This is an optimization exercise on Yosys and OpenROAD, whose aim is small area, not a production implementation. Function was not checked in any run shown here: the RTL went through the layout flow alone. No activity file was given, so power comes from the tool's default toggle rates.

==> flow/design.v <==
module top_module(
    input wire clk,
    input wire rst,                
    input wire speed_up_switch,
    input wire pause_button,
    input wire hour_inc_button,
    input wire hour_dec_button,
    input wire min_inc_button,
    input wire min_dec_button,
    input wire reset_switch,
    input wire [5:0] second_switches,
    output wire [6:0] segments,
    output wire [3:0] anodes,
    output wire [5:0] leds
);
    wire speed_up;
    wire enable;
    wire hour_inc, hour_dec, min_inc, min_dec;
    test_debouncer td(.clk(clk), .rst(rst), .switch(speed_up_switch), .speed_up(speed_up));
    enable_toggle_debouncer enable_debouncer(.clk(clk), .rst(rst), .button(pause_button), .enable(enable));
    debouncer hour_inc_debouncer(.clk(clk), .rst(rst), .PB(hour_inc_button), .PB_up(hour_inc));
    debouncer hour_dec_debouncer(.clk(clk), .rst(rst), .PB(hour_dec_button), .PB_up(hour_dec));
    debouncer min_inc_debouncer(.clk(clk), .rst(rst), .PB(min_inc_button), .PB_up(min_inc));
    debouncer min_dec_debouncer(.clk(clk), .rst(rst), .PB(min_dec_button), .PB_up(min_dec));
    display display_inst (
        .clk(clk), .rst(rst), .speed_up(speed_up), .enable(enable),
        .hour_inc(hour_inc), .hour_dec(hour_dec), .min_inc(min_inc), .min_dec(min_dec),
        .reset_switch(reset_switch), .second_switches(second_switches),
        .segments(segments), .anodes(anodes), .leds(leds)
    );
endmodule
module display(
    input wire clk,
    input wire rst,
    input wire speed_up,
    input wire enable,
    input wire hour_inc,
    input wire hour_dec,
    input wire min_inc,
    input wire min_dec,
    input wire reset_switch,
    input wire [5:0] second_switches,
    output reg [6:0] segments,
    output reg [3:0] anodes,
    output reg [5:0] leds
);
    localparam [9:0] R999 = 10'b1111010110;
    reg [1:0] hours_t;     
    reg [3:0] hours_u;     
    reg [2:0] minutes_t;   
    reg [3:0] minutes_u;   
    reg [7:0] seconds;
    reg [1:0] digit_select;
    reg [9:0] refresh_counter;
    reg [3:0] current_digit;
    wire one_second_pulse;
    reg prev_hour_inc, prev_hour_dec, prev_min_inc, prev_min_dec;
    reg prev_reset_switch;
    clock_divider clk_div(
        .clk(clk), .rst(rst), .speed_up(speed_up), .enable(enable),
        .one_second_pulse(one_second_pulse)
    );
    wire [6:0] seg;
    seven_segment_decoder decoder(.binary_input(current_digit), .segments(seg));
    wire hours_top = (hours_t == 2'd2) & (hours_u == 4'd3);
    wire hours_zero = (hours_t == 2'd0) & (hours_u == 4'd0);
    wire min_top = (minutes_t == 3'd5) & (minutes_u == 4'd9);
    wire min_zero = (minutes_t == 3'd0) & (minutes_u == 4'd0);
    wire [1:0] hinc_t = hours_top ? 2'd0 : (hours_u == 4'd9) ? hours_t + 2'd1 : hours_t;
    wire [3:0] hinc_u = (hours_top | hours_u == 4'd9) ? 4'd0 : hours_u + 4'd1;
    wire [1:0] hdec_t = hours_zero ? 2'd2 : (hours_u == 4'd0) ? hours_t - 2'd1 : hours_t;
    wire [3:0] hdec_u = hours_zero ? 4'd3 : (hours_u == 4'd0) ? 4'd9 : hours_u - 4'd1;
    wire [2:0] minc_t = min_top ? 3'd0 : (minutes_u == 4'd9) ? minutes_t + 3'd1 : minutes_t;
    wire [3:0] minc_u = (minutes_u == 4'd9) ? 4'd0 : minutes_u + 4'd1;
    wire [2:0] mdec_t = min_zero ? 3'd5 : (minutes_u == 4'd0) ? minutes_t - 3'd1 : minutes_t;
    wire [3:0] mdec_u = (minutes_u == 4'd0) ? 4'd9 : minutes_u - 4'd1;
    always @(posedge clk) begin
      if (rst) begin
        hours_t <= 0;
        hours_u <= 0;
        minutes_t <= 0;
        minutes_u <= 0;
        seconds <= 0;
        prev_hour_inc <= 0;
        prev_hour_dec <= 0;
        prev_min_inc <= 0;
        prev_min_dec <= 0;
        prev_reset_switch <= 0;
      end else begin
        if (prev_reset_switch && reset_switch) begin
            hours_t <= 0;
            hours_u <= 0;
            minutes_t <= 0;
            minutes_u <= 0;
            seconds <= 0;
        end
        if (enable) begin
            if (one_second_pulse) begin
                if (seconds == 59) begin
                    seconds <= 0;
                    minutes_t <= minc_t;
                    minutes_u <= minc_u;
                    if (min_top) begin
                        hours_t <= hinc_t;
                        hours_u <= hinc_u;
                    end
                end else
                    seconds <= seconds + 8'd1;
            end
        end else begin
            if (prev_hour_inc) begin
                hours_t <= hinc_t;
                hours_u <= hinc_u;
            end else if (prev_hour_dec) begin
                hours_t <= hdec_t;
                hours_u <= hdec_u;
            end
            if (prev_min_inc) begin
                minutes_t <= minc_t;
                minutes_u <= minc_u;
            end else if (prev_min_dec) begin
                minutes_t <= mdec_t;
                minutes_u <= mdec_u;
            end
            seconds <= {2'b00, second_switches};
        end
        prev_hour_inc <= hour_inc;
        prev_hour_dec <= hour_dec;
        prev_min_inc <= min_inc;
        prev_min_dec <= min_dec;
        prev_reset_switch <= reset_switch;
      end
    end
    wire refresh_wrap = (refresh_counter == R999);
    always @(posedge clk) begin
        if (rst | refresh_wrap)
            refresh_counter <= 10'd1;
        else
            refresh_counter <= {refresh_counter[8:0], refresh_counter[9] ^ refresh_counter[6]};
        if (rst)
            digit_select <= 0;
        else if (refresh_wrap)
            digit_select <= digit_select + 2'd1;
    end
    always @(*) begin
        case (digit_select)
            2'b00: begin anodes = 4'b0111; current_digit = {2'b00, hours_t}; end
            2'b01: begin anodes = 4'b1011; current_digit = hours_u; end
            2'b10: begin anodes = 4'b1101; current_digit = {1'b0, minutes_t}; end
            2'b11: begin anodes = 4'b1110; current_digit = minutes_u; end
        endcase
        segments = seg;
        leds = seconds[5:0];
    end
endmodule
module clock_divider(
    input wire clk,
    input wire rst,
    input wire speed_up,
    input wire enable,
    output reg one_second_pulse
);
    localparam [15:0] E998   = 16'b0101010101101100;
    localparam [15:0] E999   = 16'b1010101011011001;
    localparam [15:0] E59999 = 16'b0111110110011110;
    reg [15:0] counter;
    reg speed_up_d;
    reg ge1000;
    wire low_zero = ~|counter[14:0];
    wire fb = counter[15] ^ counter[14] ^ counter[12] ^ counter[3] ^ low_zero;
    wire at_999 = (counter == E999);
    wire at_limit = speed_up_d ? at_999 : (counter == E59999);
    wire at_65535 = counter[15] & low_zero;
    wire adjust = speed_up_d & ~speed_up & ge1000;
    always @(posedge clk) begin
        speed_up_d <= ~rst & speed_up;
        one_second_pulse <= ~rst & enable & at_limit;
        if (rst) begin
            counter <= 16'd0;
            ge1000 <= 1'b0;
        end else if (enable) begin
            if (at_limit) begin
                counter <= 16'd0;
                ge1000 <= 1'b0;
            end else begin
                counter <= {counter[14:0], fb};
                if (at_65535)
                    ge1000 <= 1'b0;
                else if (at_999)
                    ge1000 <= 1'b1;
            end
        end else if (adjust) begin
            counter <= E998;
            ge1000 <= 1'b0;
        end
    end
endmodule
module debouncer(
    input clk,
    input rst,
    input PB,
    output PB_up
);
    reg PB_sync_0, PB_sync_1, PB_state;
    reg [9:0] PB_cnt;
    wire PB_idle = (PB_state == PB_sync_1);
    wire low_zero = ~|PB_cnt[8:0];
    wire PB_cnt_max = PB_cnt[9] & low_zero;
    wire fb = PB_cnt[9] ^ PB_cnt[6] ^ low_zero;
    always @(posedge clk) begin
        PB_sync_0 <= ~(rst | PB);
        PB_sync_1 <= ~rst & PB_sync_0;
        if (rst | PB_idle)
            PB_cnt <= 10'd0;
        else
            PB_cnt <= {PB_cnt[8:0], fb};
        if (rst)
            PB_state <= 1'b0;
        else if (PB_cnt_max)
            PB_state <= PB_sync_1;
    end
    assign PB_up = PB_cnt_max & PB_state & ~PB_sync_1;
endmodule
module enable_toggle_debouncer(
    input wire clk,
    input wire rst,
    input wire button,
    output reg enable
);
    wire up;
    reg up_d;
    debouncer db(.clk(clk), .rst(rst), .PB(button), .PB_up(up));
    always @(posedge clk) begin
        up_d <= ~rst & up;
        enable <= rst | (enable ^ up_d);
    end
endmodule
module seven_segment_decoder(
    input wire [3:0] binary_input,
    output reg [6:0] segments
);
    always @(*) begin
        case (binary_input)
            4'b0000: segments = 7'b1000000;  
            4'b0001: segments = 7'b1111001;  
            4'b0010: segments = 7'b0100100;  
            4'b0011: segments = 7'b0110000;  
            4'b0100: segments = 7'b0011001;  
            4'b0101: segments = 7'b0010010;  
            4'b0110: segments = 7'b0000010;  
            4'b0111: segments = 7'b1111000;  
            4'b1000: segments = 7'b0000000;  
            4'b1001: segments = 7'b0010000;  
            default: segments = 7'b1111111;
        endcase
    end
endmodule
module test_debouncer(
    input wire clk,
    input wire rst,
    input wire switch,
    output reg speed_up
);
    always @(posedge clk) speed_up <= ~rst & switch;
endmodule
==> flow/run.sh <==
#!/bin/bash
# synth_recipe.tcl (not shown) runs the flow's synth.tcl, then flattens the netlist and writes it again
# the make line also repeats each setting of config.mk as NAME=value (left out here)
make -C /OpenROAD-flow-scripts/flow DESIGN_CONFIG=/design/flow/config.mk WORK_HOME=/design/flow/orfs CLKGATE_MAP_FILE= SYNTH_SCRIPT=/design/flow/synth_recipe.tcl finish
==> flow/config.mk <==
export PLATFORM = sky130hd
export DESIGN_NAME = top_module
export DESIGN_NICKNAME = top_module
export VERILOG_FILES = /design/flow/design.v
export SDC_FILE = /design/flow/constraint.sdc
export NUM_CORES = 4
export LEC_CHECK = 0
export CAP_MARGIN = 20
export CORE_MARGIN = 2
export CORE_UTILIZATION = 40
export CTS_BUF_LIST = sky130_fd_sc_hd__clkbuf_4
export CTS_CLUSTER_DIAMETER = 100
export CTS_CLUSTER_SIZE = 30
export SLEW_MARGIN = 20
==> flow/constraint.sdc <==
create_clock -name core_clock -period 10.0 [get_ports {clk}]
set_input_delay 2.0000 -clock core_clock [delete_from_list [all_inputs] [get_ports {clk}]]
set_output_delay 2.0000 -clock core_clock [all_outputs]
set_load 0.01 [all_outputs]
==> results of run 1 <==
## cell usage in the layout, fill, tap and decap left out, types with 15 or more instances in the layout
cell,instances
dfxtp_1,125
nor2_1,63
and2_1,51
nand2_1,42
a21oi_1,30
clkdlybuf4s50_1,30
nand3_1,26
inv_1,22
xnor2_1,20
clkbuf_4,20
o21ai_0,19
ha_1,19
nor3_1,16
nor2b_1,15
## through the flow
| step | area (um2) | hold WS, ns |
|---|---|---|
| finish | 6365 | 0.4470 |
| global route | 6365 | 0.4697 |
| CTS | 6365 | 0.4511 |
| detailed placement | 6138 | 0.4270 |
| global placement | 6138 | 0.4223 |
| floorplan | 5761 | 0.4138 |
## critical path, delay by kind of cell, from the launching register on
kind / cells / cell delay, ns
buffers and inverters: 3 / 0.68
AO/OA/AOI/OAI: 3 / 0.63
adder cells (fa/ha/maj): 2 / 0.44
flip-flops: 1 / 0.38
AND/OR/NAND/NOR: 2 / 0.33
multiplexers: 1 / 0.32
## final timing paths
path	from	endpoint	slack [ns]
worst max-delay path	display_inst.digit_select[1]	segments[6]	4.70
worst min-delay path	min_dec_debouncer.PB_sync_0	min_dec_debouncer.PB_sync_1	0.45
worst max register to register	display_inst.seconds[0]	display_inst.hours_u[0]	7.48
worst min register to register	min_dec_debouncer.PB_sync_0	min_dec_debouncer.PB_sync_1	0.45
## cell families (layout without fill, tap and decap cells)
kind of cell    Yosys count  count (layout)  share of synthesized area (%)
compound gates          132             132                          16.44
xor+xnor                 23              23                          3.497
fa+ha+maj                19              19                          4.127
buf+inv                  56              85                          4.344
flops                   125             125                          43.44
mux                      14              14                          2.563
simple gates            269             269                          25.59
## registers in the layout, indices dropped and copies added (netlist names), 2 cells and up
register	flops
display_inst.clk_div.counter	16
display_inst.digit_select	2
display_inst.hours_t	2
display_inst.hours_u	4
display_inst.minutes_t	3
display_inst.minutes_u	4
display_inst.refresh_counter	10
display_inst.seconds	8
enable_debouncer.db.PB_cnt	10
hour_dec_debouncer.PB_cnt	10
hour_inc_debouncer.PB_cnt	10
min_dec_debouncer.PB_cnt	10
min_inc_debouncer.PB_cnt	10
## report_power, final
group	leakage [uW]	switching (uW)	internal, uW
sequential	0.00101	4.09	503
combinational	0.00127	15.2	12.4
clock	0.000128	174	124
total	0.00241	194	640
## cell type report
type	instances	share of cell area [%]
repair buffers	33	5.032
clock inverters	10	1.199
clock buffers	20	2.359
flip-flops and latches	125	39.32
inverters	22	1.297
multi-input cells	457	47.26
well taps	180	3.538
## metal layers
layer / part of all wire, % / track usage [%] / wire length, um
met1: 49 / 21.73 / 5798
met2: 45 / 26.55 / 5414
met3: 4.2 / 3.846 / 501
met4: 1.6 / 6.812 / 196
met5: 0 / 0 / 0
==> reports/qor.txt, run 1 <==
Status -> finished clean
Top_reg_cell synth -> dfxtp_1
Detailed Route WL -> 11910 um
Syn nets -> 672
Worst-path clk slew -> 0.09 ns
Synth Cell Area -> 0.005761 mm2
Multi-input combinational cell area -> 0.003008 mm2
Pin count of the biggest net entering global routing -> 65
Starting Density -> 41.18%
Chip Height -> 124.0 um
DPL Wire Length -> 8053 um
Utilization after layout -> 45.50%
Max_cap viols -> 0
Yosys cell types -> 67
CP arrival -> 3.30 ns
Hold WC Path Type -> reg2reg
Syn avg cell area -> 9.029 um2
Most common cell in the netlist -> dfxtp_1
Clock sink count -> 125
Area contributors post-synth -> dfxtp_1 (43%), and2_1 (5.5%), ha_1 (4.1%), nor2_1 (4.1%), xnor2_1 (3.0%)
Diodes inserted -> 0
Power per standard cell area -> 131.0 mW/mm2
Hold path cells -> 1
Mapped Cells -> 638
Hold buffers post-CTS -> 0
CP max FO -> 6
Site Rows -> 43
WS Path Type -> reg2out
Slowest CP cell -> a222oi_1
CTS Buf Count -> 17
Chip Width -> 124.0 um
Worst path cell trace -> inv_1 > ha_1 > a222oi_1 > mux2_2 > inv_1 > ha_1 > nor3_1 > a31oi_1 > nor2_1 > a21oi_1 > clkdlybuf4s50_1
Minimum clock period -> 5.299 ns
Period utilization -> 52.99%
Fill cells -> 1382
Clk root buf -> clkbuf_4
FFs w/ async S/R, synth -> 0%
IO Count -> 32
Total power -> 833.5 uW
Sequential standard cell area -> 0.002502 mm2
Count of cells resized by post-cts repair -> 0
Synth top cells by count -> dfxtp_1 (125), nor2_1 (63), and2_1 (51), nand2_1 (42), a21oi_1 (30)
Worst-margin pin slew -> 0.9190 ns
Clock tree from TritonCTS -> done
Biggest area consumer among synthesized cells -> dfxtp_1
Reg2reg path depth -> 6
Fin worst setup slack -> 4.701 ns
Post-CTS setup buffers -> 0
Routed Antenna Nets -> 0
Initial antenna violation count -> 0
Setup TNS -> 0 ns
Synthesis-to-finish area growth -> 10.49%
Synth Register Bits -> 125
Cells after DPL -> 817
Post-synth top area share -> 43.44%
Vias -> 4658
Wire per inst -> 14.06 um
Fmax -> 188.7 MHz
EDFF count, synth -> 0
Yosys warnings -> 6
Via density per instance -> 5.499
Global-route wire length before repair -> 20240 um
Setup Skew -> 0.01512 ns
GP Congestion -> 0.8234
Vias in the first global route -> 4334
Die area -> 0.01538 mm2
Port Buf Inserts -> 31
CP startpoint kind -> flop
Leakage -> 0.002409 uW
Share of layout cells above drive strength 1 -> 7.646%
Final setup fails -> 0
Total congestion overflow -> 0
Finished Layout Cells -> 847
Gr usage total -> 16.65%
Register area share after synthesis -> 43.44%
DR pass1 iterations -> 5
Max_slew headroom -> 38.73%
Maximum vdd drop -> 0.06303 mV
Worst skew pair latency -> 0.53 ns
CP max stage delay -> 0.52 ns
Critical Path RT -> 8.00 ns
H-tree lvl count -> 4
DR DRC count -> 0
RSZ-0062 raised after global routing -> false
Iteration-0 DRC Markers -> 299
Post-layout nets -> 690
Clock buffer depth -> 2
Setup crit end kind -> output pin
Core Area -> 0.01399 mm2
Hold Fails Final Rpt -> 0
Final Max Tran Viols -> 0
Post-place setup slack -> 5.312 ns
==> inputs of run 2 (changes only) <==
--- a/flow/config.mk
+++ b/flow/config.mk
@@ -8,7 +8,4 @@
 export CAP_MARGIN = 20
 export CORE_MARGIN = 2
 export CORE_UTILIZATION = 40
-export CTS_BUF_LIST = sky130_fd_sc_hd__clkbuf_4
-export CTS_CLUSTER_DIAMETER = 100
-export CTS_CLUSTER_SIZE = 30
 export SLEW_MARGIN = 20
==> reports/qor.txt, run 2 <==
Status -> finished clean (unchanged)
Finished Layout Cells -> 847 (unchanged)
Vias in the first global route -> 4382 (was 4334)
Gr usage total -> 16.80% (was 16.65%)
RR Startpoint -> display_inst.seconds[0] (unchanged)
Port Buf Inserts -> 31 (unchanged)
Synth Register Bits -> 125 (unchanged)
Minimum clock period -> 5.155 ns (was 5.299 ns)
Hold slack -> 0.4365 ns (was 0.4470 ns)
Leakage -> 0.002552 uW (was 0.002409 uW)
Mapped Cells -> 638 (unchanged)
Synth top cells by count -> dfxtp_1 (125), nor2_1 (63), and2_1 (51), nand2_1 (42), a21oi_1 (30) (unchanged)
FFs w/ async S/R, synth -> 0% (unchanged)
Hold buffers post-CTS -> 0 (unchanged)
Cells after DPL -> 817 (unchanged)
Count of cells resized by post-cts repair -> 0 (unchanged)
Top reg by flops -> display_inst.clk_div.counter (unchanged)
Worst-margin pin slew -> 0.9239 ns (was 0.9190 ns)
Reg2Reg Setup Slack -> 7.49 ns (was 7.48 ns)
DR DRC count -> 0 (unchanged)
Final Max Tran Viols -> 0 (unchanged)
Hold Path Origin -> enable_debouncer.db.PB_sync_0 (was min_dec_debouncer.PB_sync_0)
CTS Buf Count -> 17 (unchanged)
RR Endpoint -> display_inst.hours_u[0] (unchanged)
Final setup fails -> 0 (unchanged)
Wire per inst -> 14.30 um (was 14.06 um)
EDFF count, synth -> 0 (unchanged)
Yosys warnings -> 6 (unchanged)
Die area -> 0.01538 mm2 (unchanged)
Hold Fails Final Rpt -> 0 (unchanged)
Commonest non-fill, non-tap cell in the layout -> dfxtp_1 (unchanged)
Via density per instance -> 5.477 (was 5.499)
WHS Endpoint -> enable_debouncer.db.PB_sync_1 (was min_dec_debouncer.PB_sync_1)
Share of layout cells above drive strength 1 -> 7.796% (was 7.646%)
WS Path Type -> reg2out (unchanged)
Max reg flops -> 16 (unchanged)
Max_slew headroom -> 37.57% (was 38.73%)
H-tree lvl count -> 4 (unchanged)
Worst skew pair latency -> 0.40 ns (was 0.53 ns)
Clock tree from TritonCTS -> done (unchanged)
Period utilization -> 51.55% (was 52.99%)
IO Count -> 32 (unchanged)
Setup TNS -> 0 ns (unchanged)
Syn avg cell area -> 9.029 um2 (unchanged)
Post-CTS setup buffers -> 0 (unchanged)
Detailed Route WL -> 12110 um (was 11910 um)
Clock buffer depth -> 2 (unchanged)
Syn nets -> 672 (unchanged)
Critical Path RT -> 8.00 ns (about the same)
Global-route wire length before repair -> 20550 um (was 20240 um)
CP max FO -> 6 (unchanged)
Chip Height -> 124.0 um (unchanged)
Site Rows -> 43 (unchanged)
CP startpoint kind -> flop (unchanged)
Starting Density -> 41.18% (unchanged)
Initial antenna violation count -> 0 (unchanged)
Diodes inserted -> 0 (unchanged)
Area contributors post-synth -> dfxtp_1 (43%), and2_1 (5.5%), ha_1 (4.1%), nor2_1 (4.1%), xnor2_1 (3.0%) (unchanged)
Chip Width -> 124.0 um (unchanged)
Hold WC Path Type -> reg2reg (unchanged)
Core Area -> 0.01399 mm2 (unchanged)
CP arrival -> 3.15 ns (was 3.30 ns)
Clk root buf -> clkbuf_16 (was clkbuf_4)
Post-synth top area share -> 43.44% (unchanged)
Total congestion overflow -> 0 (unchanged)
Setup crit end kind -> output pin (unchanged)
Yosys cell types -> 67 (unchanged)
Routed Antenna Nets -> 0 (unchanged)
Vias -> 4639 (was 4658)
Fmax -> 194.0 MHz (was 188.7 MHz)
Post-layout nets -> 690 (unchanged)
Reg2reg path depth -> 6 (unchanged)
Hold path cells -> 1 (unchanged)
DPL Wire Length -> 8053 um (unchanged)
Total power -> 1104 uW (was 833.5 uW)
Most common cell in the netlist -> dfxtp_1 (unchanged)
GP Congestion -> 0.8234 (unchanged)
Pin count of the biggest net entering global routing -> 65 (unchanged)
Max_cap viols -> 0 (unchanged)
Commonest cells after routing, fill and taps aside -> dfxtp_1 (125), nor2_1 (63), and2_1 (51) (unchanged)
Power per standard cell area -> 165.1 mW/mm2 (was 131.0 mW/mm2)
Clock sink count -> 125 (unchanged)
Synth Cell Area -> 0.005761 mm2 (unchanged)
Setup Skew -> 0.007030 ns (was 0.01512 ns)
Top_reg_cell synth -> dfxtp_1 (unchanged)
Design area -> 0.006691 mm2 (was 0.006365 mm2)
Maximum vdd drop -> 0.1279 mV (was 0.06303 mV)
Area post-placement -> 0.006138 mm2 (unchanged)
DR pass1 iterations -> 5 (unchanged)
Synthesis-to-finish area growth -> 16.16% (was 10.49%)
Register area share after synthesis -> 43.44% (unchanged)
Iteration-0 DRC Markers -> 306 (was 299)
Biggest area consumer among synthesized cells -> dfxtp_1 (unchanged)
Worst-path clk slew -> 0.05 ns (was 0.09 ns)
RSZ-0062 raised after global routing -> false (unchanged)
## run 2: cell counts after synthesis
Identical to the previous run, type by type.
## run 2: area by class of cell
| cell class | instances | area, um2 |
|---|---|---|
| Sequential cell | 125 | 2502 |
| Clock buffer | 24 | 491.7 |
| Inverter | 22 | 82.58 |
| Clock inverter | 6 | 61.31 |
| Timing Repair Buffer | 33 | 320.3 |
| Multi-Input combinational cell | 457 | 3008 |
| Tap cell | 180 | 225.2 |
| Fill cell | 1350 | 7297 |
## run 2: cells by family (layout without fill, tap and decap cells)
group           Yosys count  in the layout  share of synthesized area, %
compound gates          132            132                         16.44
xor+xnor                 23             23                         3.497
fa+ha+maj                19             19                         4.127
buf+inv                  56             85                         4.344
flops                   125            125                         43.44
mux                      14             14                         2.563
simple gates            269            269                         25.59
## run 2: through the flow
stage	worst slack [ns]	utilization, %
finish	4.845	47.84
global route	4.618	47.84
CTS	4.844	47.84
detailed placement	5.312	43.88
global placement	5.372	43.88
floorplan	5.995	-
## run 2: worst max path at each step
stage | endpoint | depth (start not counted) | start
after CTS | segments[6] | 11 | display_inst.digit_select[1]
after global placement | segments[6] | 11 | display_inst.digit_select[1]
after detailed placement | segments[6] | 11 | display_inst.digit_select[1]
after floorplan | segments[1] | 8 | display_inst.digit_select[0]
after global routing | segments[5] | 11 | display_inst.digit_select[1]
final | segments[5] | 11 | display_inst.digit_select[1]
## run 2: routing by layer
layer / part of all wire (%) / routed length (um) / track usage (%) / vias to the layer above
li1: - / - / - / 2319
met1: 47 / 5750 / 21.87 / 2194
met2: 47 / 5688 / 27.13 / 118
met3: 4.5 / 549 / 3.709 / 8
met4: 1.0 / 121 / 6.601 / 0
met5: 0 / 0 / 0 / -
## run 2: report_power, final
part           switching, uW  total, uW  internal (uW)
logic                   15.1       27.5           12.4
clock network            204        568            364
registers               4.17        509            504
total                    224       1100            881
## run 2: worst max-delay path: stages (launching register included)
cell and delay, ns:
dfxtp_1 0.37, inv_1 0.08, ha_1 0.24, a222oi_1 0.51, mux2_2 0.31, inv_1 0.11
ha_1 0.20, nor3_1 0.17, a31oi_1 0.06, nor2_1 0.16, nor2_1 0.07, clkdlybuf4s50_1 0.47

## port drivers added, routing unchanged
In the flow no input, the clock included, has a driving cell. The finished layouts below were timed again as built, in two steps. Step 1, drivers: a clkbuf_16 drives clk and a buf_2 each remaining input, both assumed. Step 2 adds t to the input delays and takes it off the output delays; t is the mean of the earliest and latest rising clock arrival at the registers after step 1. Input paths then give back, and output paths get back, about the clock's delay inside the block. a / b / c = ideal / step 1 / step 2; a / b = the first two.
| run | t, ns | slack for setup (ns) | hold slack, ns | worst register clock-pin slew, ns | worst slew at a driven data input, ns |
|---|---|---|---|---|---|
| run 1 | 0.552 | 4.701 / 4.666 / 5.219 | 0.447 / 0.447 / 0.447 | 0.11 / 0.11 | 0.03 |
| run 2 | 0.439 | 4.845 / 4.805 / 5.244 | 0.437 / 0.437 / 0.437 | 0.05 / 0.05 | 0.03 |
After both steps setup and hold are still met in every run listed.
